Context: an optimization exercise on an open-source flow, tuned for small area and a short achievable clock period. The choices shown serve that exercise and are no tape-out recipe. Where RTL was checked, it was by simulation tests only, not by an equivalence proof against the original. No activity file was given, so power comes from the tool's default toggle rates.

Design rtc_top, start of the top module:
module rtc_top (
                input logic         clk_i,
                input logic         rstn_i,
                input logic         date_update_i,
                input logic [31:0]  date_i,
                output logic [31:0] date_o,
                input logic         clock_update_i,
                output logic [21:0] clock_o,
                input logic [21:0]  clock_i,
                input logic [9:0]   init_sec_cnt_i,
                input logic         calibre_update_i,
                input logic [15:0]  calibre_sec_cnt_i,
                output logic [15:0] calibre_sec_cnt_o,
                input logic         timer_update_i,
                input logic         timer_enable_i,
                input logic         timer_retrig_i,
                input logic [16:0]  timer_target_i,
                output logic [16:0] timer_value_o,
                input logic         alarm_enable_i,
                input logic [5:0]   alarm_mask_i,
                input logic         alarm_update_clock_i,
                input logic [21:0]  alarm_clock_i,
                output logic [21:0] alarm_clock_o,
                input logic         alarm_update_date_i,
                input logic [31:0]  alarm_date_i,
                output logic [31:0] alarm_date_o,
                input logic         event_flag_update_i,
                input logic [1:0]   event_flag_i,
                output logic [1:0]  event_flag_o,
                output logic        event_o
                );
Size: roughly 320 I/O pins, about 0.010 sq mm of cells after synthesis.
export LEC_CHECK = 0
export CAP_MARGIN = 20
export CORE_MARGIN = 2
export CORE_UTILIZATION = 40
export CTS_BUF_LIST = sky130_fd_sc_hd__clkbuf_8
export CTS_CLUSTER_SIZE = 10
export SETUP_SLACK_MARGIN = 2.3
export SLEW_MARGIN = 20
create_clock -name core_clock -period 5.0 [get_ports {clk_i}]
standard.sh (not shown) runs the stock make flow with config.mk's settings and CLKGATE_MAP_FILE= SYNTH_SCRIPT=/design/flow/synth_recipe.tcl, a recipe that flattens the netlist after the stock synthesis.
==> flow/flow/run.sh <==
#!/bin/bash
# The standard layout, with two changes:
#  - synthesis maps the logic with flow/abc_map.script instead of ORFS's abc_speed.script
#    (flow/synth_abc.tcl is synth_recipe.tcl with that abc call swapped);
#  - the port buffers are made from the smallest buffer cell.
# Each tool writes its full log under orfs/logs; the make output goes to standard.log.
set -euo pipefail
HERE=$(pwd)
export ABC_SCRIPT=$HERE/flow/abc_map.script
export ABC_D=2000
export BUFFER_PORTS_ARGS="-buffer_cell sky130_fd_sc_hd__buf_1"
bash standard.sh SYNTH_SCRIPT=$HERE/flow/synth_abc.tcl finish > standard.log 2>&1
==> flow/flow/abc_map.script <==
strash
&get -n
&fraig -x
&put
scorr
dc2
dretime
strash
&get -n
&dch -f
&nf {D}
&put
buffer -c
upsize {D}
dnsize {D}
stime -p
==> flow/flow/synth_abc.tcl <==
proc synth {args} { yosys synth -nofsm -noshare {*}$args }
# abc with the mapping script named by ABC_SCRIPT and the delay target ABC_D (ps);
# the rest is synth_recipe.tcl unchanged
proc abc {args} {
  set i [lsearch -exact $args -script]
  if { $i >= 0 } { set args [lreplace $args [expr {$i + 1}] [expr {$i + 1}] $::env(ABC_SCRIPT)] }
  set j [lsearch -exact $args -D]
  if { $j >= 0 && [info exists ::env(ABC_D)] } { set args [lreplace $args [expr {$j + 1}] [expr {$j + 1}] $::env(ABC_D)] }
  yosys abc {*}$args
}
source $::env(SCRIPTS_DIR)/synth.tcl
# left out here: clear keep_hierarchy, flatten, clean up, hide names made inside functions, write 1_2_yosys.v
The baseline finished with timing, DRC and antenna clean.
Edit:
--- a/flow/design.v
+++ b/flow/design.v
@@ -45,21 +45,21 @@
    logic [5:0]  r_alarm_hours;
    logic [13:0] r_alarm_year;
    logic [4:0]  r_alarm_month;
    logic [5:0]  r_alarm_day;
    logic [5:0]  r_alarm_mask;
    logic        r_alarm_enable;
    logic        r_sec59, r_min59, r_hour23;   
    logic        r_eom, r_eoy;     
    logic        n_eom;
    logic [6:0]  r_match;          
-   logic        r_alarm_armed;    
+   logic        r_alarm_match;    
    logic [1:0]  r_event_flag;
    logic [7:0]  n_seconds, n_minutes;
    logic [5:0]  n_hours;
    logic [5:0]  n_day;
    logic [4:0]  n_month;
    logic [13:0] n_year;
    logic [15:0] n_sec_counter, n_sec_cnt_calibre;
    logic [16:0] n_timer, n_timer_target;
    logic        n_timer_en;
    logic [7:0]  n_alarm_seconds, n_alarm_minutes;
@@ -69,21 +69,21 @@
    logic [5:0]  n_alarm_day;
    logic [5:0]  n_alarm_mask;
    logic        n_alarm_enable;
    logic [6:0]  n_match;
    logic [1:0]  n_event_flag;
    logic        s_alarm_event, s_timer_event;
    logic        s_upd_min, s_upd_hour, s_new_day;
    logic        s_end_of_month, s_end_of_year;
    assign r_tick        = r_tick_lo & r_tick_hi;
    assign r_timer_match = r_tmatch_lo & r_tmatch_hi;
-   assign s_alarm_event = r_alarm_armed & (&r_match);
+   assign s_alarm_event = r_alarm_enable & (&r_match) & ~r_alarm_match;
    assign s_timer_event = r_timer_en & r_timer_match;
    assign event_o       = s_alarm_event | s_timer_event;
    assign date_o            = {2'b00, r_year, 3'b000, r_month, 2'b00, r_day};
    assign clock_o           = {r_hours, r_minutes, r_seconds};
    assign calibre_sec_cnt_o = r_sec_cnt_calibre;
    assign timer_value_o     = r_timer;
    assign alarm_clock_o     = {r_alarm_hours, r_alarm_minutes, r_alarm_seconds};
    assign alarm_date_o      = {2'b00, r_alarm_year, 3'b000, r_alarm_month, 2'b00, r_alarm_day};
    assign event_flag_o      = r_event_flag;
    function automatic [3:0] inc4(input [3:0] x);
@@ -360,21 +360,21 @@
          r_alarm_month     <= 5'h0;
          r_alarm_day       <= 6'h0;
          r_alarm_mask      <= 6'h0;
          r_alarm_enable    <= 1'b0;
          r_sec59           <= 1'b0;
          r_min59           <= 1'b0;
          r_hour23          <= 1'b0;
          r_eom             <= 1'b0;
          r_eoy             <= 1'b0;
          r_match           <= 7'b0;   
-         r_alarm_armed     <= 1'b0;
+         r_alarm_match     <= 1'b0;
          r_event_flag      <= 2'h0;
       end else begin
          r_seconds         <= n_seconds;
          r_minutes         <= n_minutes;
          r_hours           <= n_hours;
          r_day             <= n_day;
          r_month           <= n_month;
          r_year            <= n_year;
          r_sec_counter     <= n_sec_counter;
          r_sec_cnt_calibre <= n_sec_cnt_calibre;
@@ -394,15 +394,15 @@
          r_alarm_month     <= n_alarm_month;
          r_alarm_day       <= n_alarm_day;
          r_alarm_mask      <= n_alarm_mask;
          r_alarm_enable    <= n_alarm_enable;
          r_sec59           <= n_sec59;
          r_min59           <= n_min59;
          r_hour23          <= n_hour23;
          r_eom             <= n_eom;
          r_eoy             <= n_eom & (date_update_i ? (date_i[12:8] == 5'h12) : (r_month == 5'h12));
          r_match           <= n_match;
-         r_alarm_armed     <= n_alarm_enable & ~(&r_match);
+         r_alarm_match     <= &r_match;
          r_event_flag      <= n_event_flag;
       end
    end
 endmodule  
After rerunning: The new run went through all stages and came out clean. Area after synthesis goes down by 0.69%. Hold slack is better by 0.021 ns. Via count shrinks by 1.3%. First-iteration DRC count rises by 0.92%. Cell area came out lower by 0.76%. Total power came out higher by 0.85%. Worst setup slack gets better by 0.077 ns.
Only the layout flow was run in the first run of this note; the RTL was not checked for function there.

* * *

Another version of the RTL of rtc_top (not shown whole).
Size in the first run: roughly 970 cells after synthesis, ~190 flip-flops, ~320 I/O pins, about 10000 sq um of cells after synthesis.
clock: 5.0 ns
lec_check: 0
cap_margin: 20
core_margin: 2
core_utilization: 40
cts_buf_list: sky130_fd_sc_hd__clkbuf_8
cts_cluster_size: 10
setup_slack_margin: 2.3
slew_margin: 20
Scripts as last shown in full above: flow/flow/run.sh, flow/flow/abc_map.script, flow/flow/synth_abc.tcl
Next try:
--- a/flow/design.v
+++ b/flow/design.v
@@ -47,17 +47,17 @@
    logic [4:0]  r_alarm_month;
    logic [5:0]  r_alarm_day;
    logic [5:0]  r_alarm_mask;
    logic        r_alarm_enable;
    logic        r_sec59, r_min59, r_hour23;   
    logic        r_eom, r_eoy;     
    logic        n_eom;
    logic [5:0]  r_match;          
-   logic        r_alarm_armed;    
+   logic        r_alarm_match;    
    logic [1:0]  r_event_flag;
    logic [7:0]  n_seconds, n_minutes;
    logic [5:0]  n_hours;
    logic [5:0]  n_day;
    logic [4:0]  n_month;
    logic [13:0] n_year;
    logic [15:0] n_sec_counter, n_sec_cnt_calibre;
    logic [16:0] n_timer, n_timer_target;
@@ -71,17 +71,17 @@
    logic        n_alarm_enable;
    logic [5:0]  n_match;
    logic [1:0]  n_event_flag;
    logic        s_alarm_event, s_timer_event;
    logic        s_upd_min, s_upd_hour, s_new_day;
    logic        s_end_of_month, s_end_of_year;
    assign r_tick        = r_tick_lo & r_tick_hi;
    assign r_timer_match = r_tmatch_lo & r_tmatch_hi;
-   assign s_alarm_event = r_alarm_armed & (&r_match);
+   assign s_alarm_event = r_alarm_enable & (&r_match) & ~r_alarm_match;
    assign s_timer_event = r_timer_en & r_timer_match;
    assign event_o       = s_alarm_event | s_timer_event;
    assign date_o            = {2'b00, r_year, 3'b000, r_month, 2'b00, r_day};
    assign clock_o           = {r_hours, r_minutes, r_seconds};
    assign calibre_sec_cnt_o = r_sec_cnt_calibre;
    assign timer_value_o     = r_timer;
    assign alarm_clock_o     = {r_alarm_hours, r_alarm_minutes, r_alarm_seconds};
    assign alarm_date_o      = {2'b00, r_alarm_year, 3'b000, r_alarm_month, 2'b00, r_alarm_day};
@@ -177,26 +177,17 @@
       end else begin
          n_sec59  = r_tick     ? (r_seconds == 8'h58) : r_sec59;
          n_min59  = s_upd_min  ? (r_minutes == 8'h58) : r_min59;
          n_hour23 = s_upd_hour ? (r_hours   == 6'h22) : r_hour23;
       end
    end
    assign s_end_of_month = r_eom;
    assign s_end_of_year  = r_eoy;
-   always_comb begin
-      if (date_update_i)
-        n_eom = eom(date_i[5:0], date_i[12:8], date_i[29:16]);
-      else if (s_new_day)
-        n_eom = ~r_eom & eom((r_day[3:0] != 4'h9) ? {r_day[5:4], inc4(r_day[3:0])}
-                                                  : {inc2(r_day[5:4]), 4'h0},
-                             r_month, r_year);
-      else
-        n_eom = r_eom;
-   end
+   assign n_eom = eom(n_day, n_month, n_year);
    always_comb begin
       n_day   = r_day;
       n_month = r_month;
       n_year  = r_year;
       if (date_update_i) begin
          n_day   = date_i[5:0];
          n_month = date_i[12:8];
          n_year  = date_i[29:16];
@@ -278,26 +269,35 @@
    assign s_timer_inc[10] = r_timer[10] ^ (&r_timer[9:0]);
    assign s_timer_inc[11] = r_timer[11] ^ (&r_timer[10:0]);
    assign s_timer_inc[12] = r_timer[12] ^ (&r_timer[11:0]);
    assign s_timer_inc[13] = r_timer[13] ^ (&r_timer[12:0]);
    assign s_timer_inc[14] = r_timer[14] ^ (&r_timer[13:0]);
    assign s_timer_inc[15] = r_timer[15] ^ (&r_timer[14:0]);
    assign s_timer_inc[16] = r_timer[16] ^ (&r_timer[15:0]);
    logic n_tmatch_lo, n_tmatch_hi;
+   logic [7:0] s_timer_inc_hi;        
+   assign s_timer_inc_hi[0] = ~r_timer[9];
+   assign s_timer_inc_hi[1] = r_timer[10] ^ (&r_timer[9:9]);
+   assign s_timer_inc_hi[2] = r_timer[11] ^ (&r_timer[10:9]);
+   assign s_timer_inc_hi[3] = r_timer[12] ^ (&r_timer[11:9]);
+   assign s_timer_inc_hi[4] = r_timer[13] ^ (&r_timer[12:9]);
+   assign s_timer_inc_hi[5] = r_timer[14] ^ (&r_timer[13:9]);
+   assign s_timer_inc_hi[6] = r_timer[15] ^ (&r_timer[14:9]);
+   assign s_timer_inc_hi[7] = r_timer[16] ^ (&r_timer[15:9]);
    always_comb begin
       if (timer_update_i) begin
          n_tmatch_lo = (timer_target_i[8:0]  == 9'h0);
          n_tmatch_hi = (timer_target_i[16:9] == 8'h0);
       end else if (r_timer_en & r_timer_match) begin
          n_tmatch_lo = (r_timer_target[8:0]  == 9'h0);
          n_tmatch_hi = (r_timer_target[16:9] == 8'h0);
       end else if (r_timer_en) begin
          n_tmatch_lo = (s_timer_inc[8:0]  == r_timer_target[8:0]);
-         n_tmatch_hi = (s_timer_inc[16:9] == r_timer_target[16:9]);
+         n_tmatch_hi = (&r_timer[8:0]) ? (s_timer_inc_hi == r_timer_target[16:9]) : r_tmatch_hi;
       end else begin
          n_tmatch_lo = r_tmatch_lo;
          n_tmatch_hi = r_tmatch_hi;
       end
    end
    always_comb begin
       n_timer_target = r_timer_target;
       n_timer_en     = r_timer_en;
@@ -352,17 +352,17 @@
          r_alarm_mask      <= 6'h0;
          r_alarm_enable    <= 1'b0;
          r_sec59           <= 1'b0;
          r_min59           <= 1'b0;
          r_hour23          <= 1'b0;
          r_eom             <= 1'b0;
          r_eoy             <= 1'b0;
          r_match           <= 6'b0;   
-         r_alarm_armed     <= 1'b0;
+         r_alarm_match     <= 1'b0;
          r_event_flag      <= 2'h0;
       end else begin
          r_seconds         <= n_seconds;
          r_minutes         <= n_minutes;
          r_hours           <= n_hours;
          r_day             <= n_day;
          r_month           <= n_month;
          r_year            <= n_year;
@@ -386,13 +386,13 @@
          r_alarm_mask      <= n_alarm_mask;
          r_alarm_enable    <= n_alarm_enable;
          r_sec59           <= n_sec59;
          r_min59           <= n_min59;
          r_hour23          <= n_hour23;
          r_eom             <= n_eom;
          r_eoy             <= n_eom & (date_update_i ? (date_i[12:8] == 5'h12) : (r_month == 5'h12));
          r_match           <= n_match;
-         r_alarm_armed     <= n_alarm_enable & ~(&r_match);
+         r_alarm_match     <= &r_match;
          r_event_flag      <= n_event_flag;
       end
    end
 endmodule  
The changed run ran to the end with no violations.
Non-clock buffer count goes down by 5.
Via count fell by about 1%.
Synthesized area went down by about 0.36%.
Hold slack degrades by 0.16 ns.
Cell count goes down by about 0.75%.
Power falls by about 3.8%.
Cell area goes down by 1.0%.
Function was not checked in any run of this note: the RTL went through the layout flow alone.

==> port drivers added, routing unchanged <==
How much do the figures lean on ideal ports? The routed layouts below were timed once more, with nothing changed but the port constraints. Step 1 assumes that a clkbuf_16 drives the clock port and a buf_2 every other input. Step 2, shift: input delay + t, output delay - t, t = (earliest + latest rising clock arrival at the registers) / 2. This alone moves slack from input paths to output paths. Three values: ideal ports, drivers, drivers and shift; two values: the first two.
run | t (ns) | setup WS [ns] | worst setup path after step 2 | clock arrival spread, ns | slew at the worst register clock pin (ns)
the first run of note 1 | 0.511 | 2.352 / 2.356 / 1.859 | input to register | 0.020 / 0.020 | 0.11 / 0.11
the second run of note 1 | 0.498 | 2.429 / 2.390 / 1.961 | input to register | 0.024 / 0.024 | 0.12 / 0.12
the first run of note 2 | 0.497 | 2.258 / 2.274 / 1.777 | input to register | 0.023 / 0.022 | 0.11 / 0.11
the second run of note 2 | 0.500 | 2.270 / 2.280 / 1.780 | input to register | 0.018 / 0.017 | 0.11 / 0.11
After both steps setup and hold are still met in every run listed. The setup slack of the first run of note 1, which loses most, moves by +0.004 ns with the drivers and by -0.493 ns with both steps.
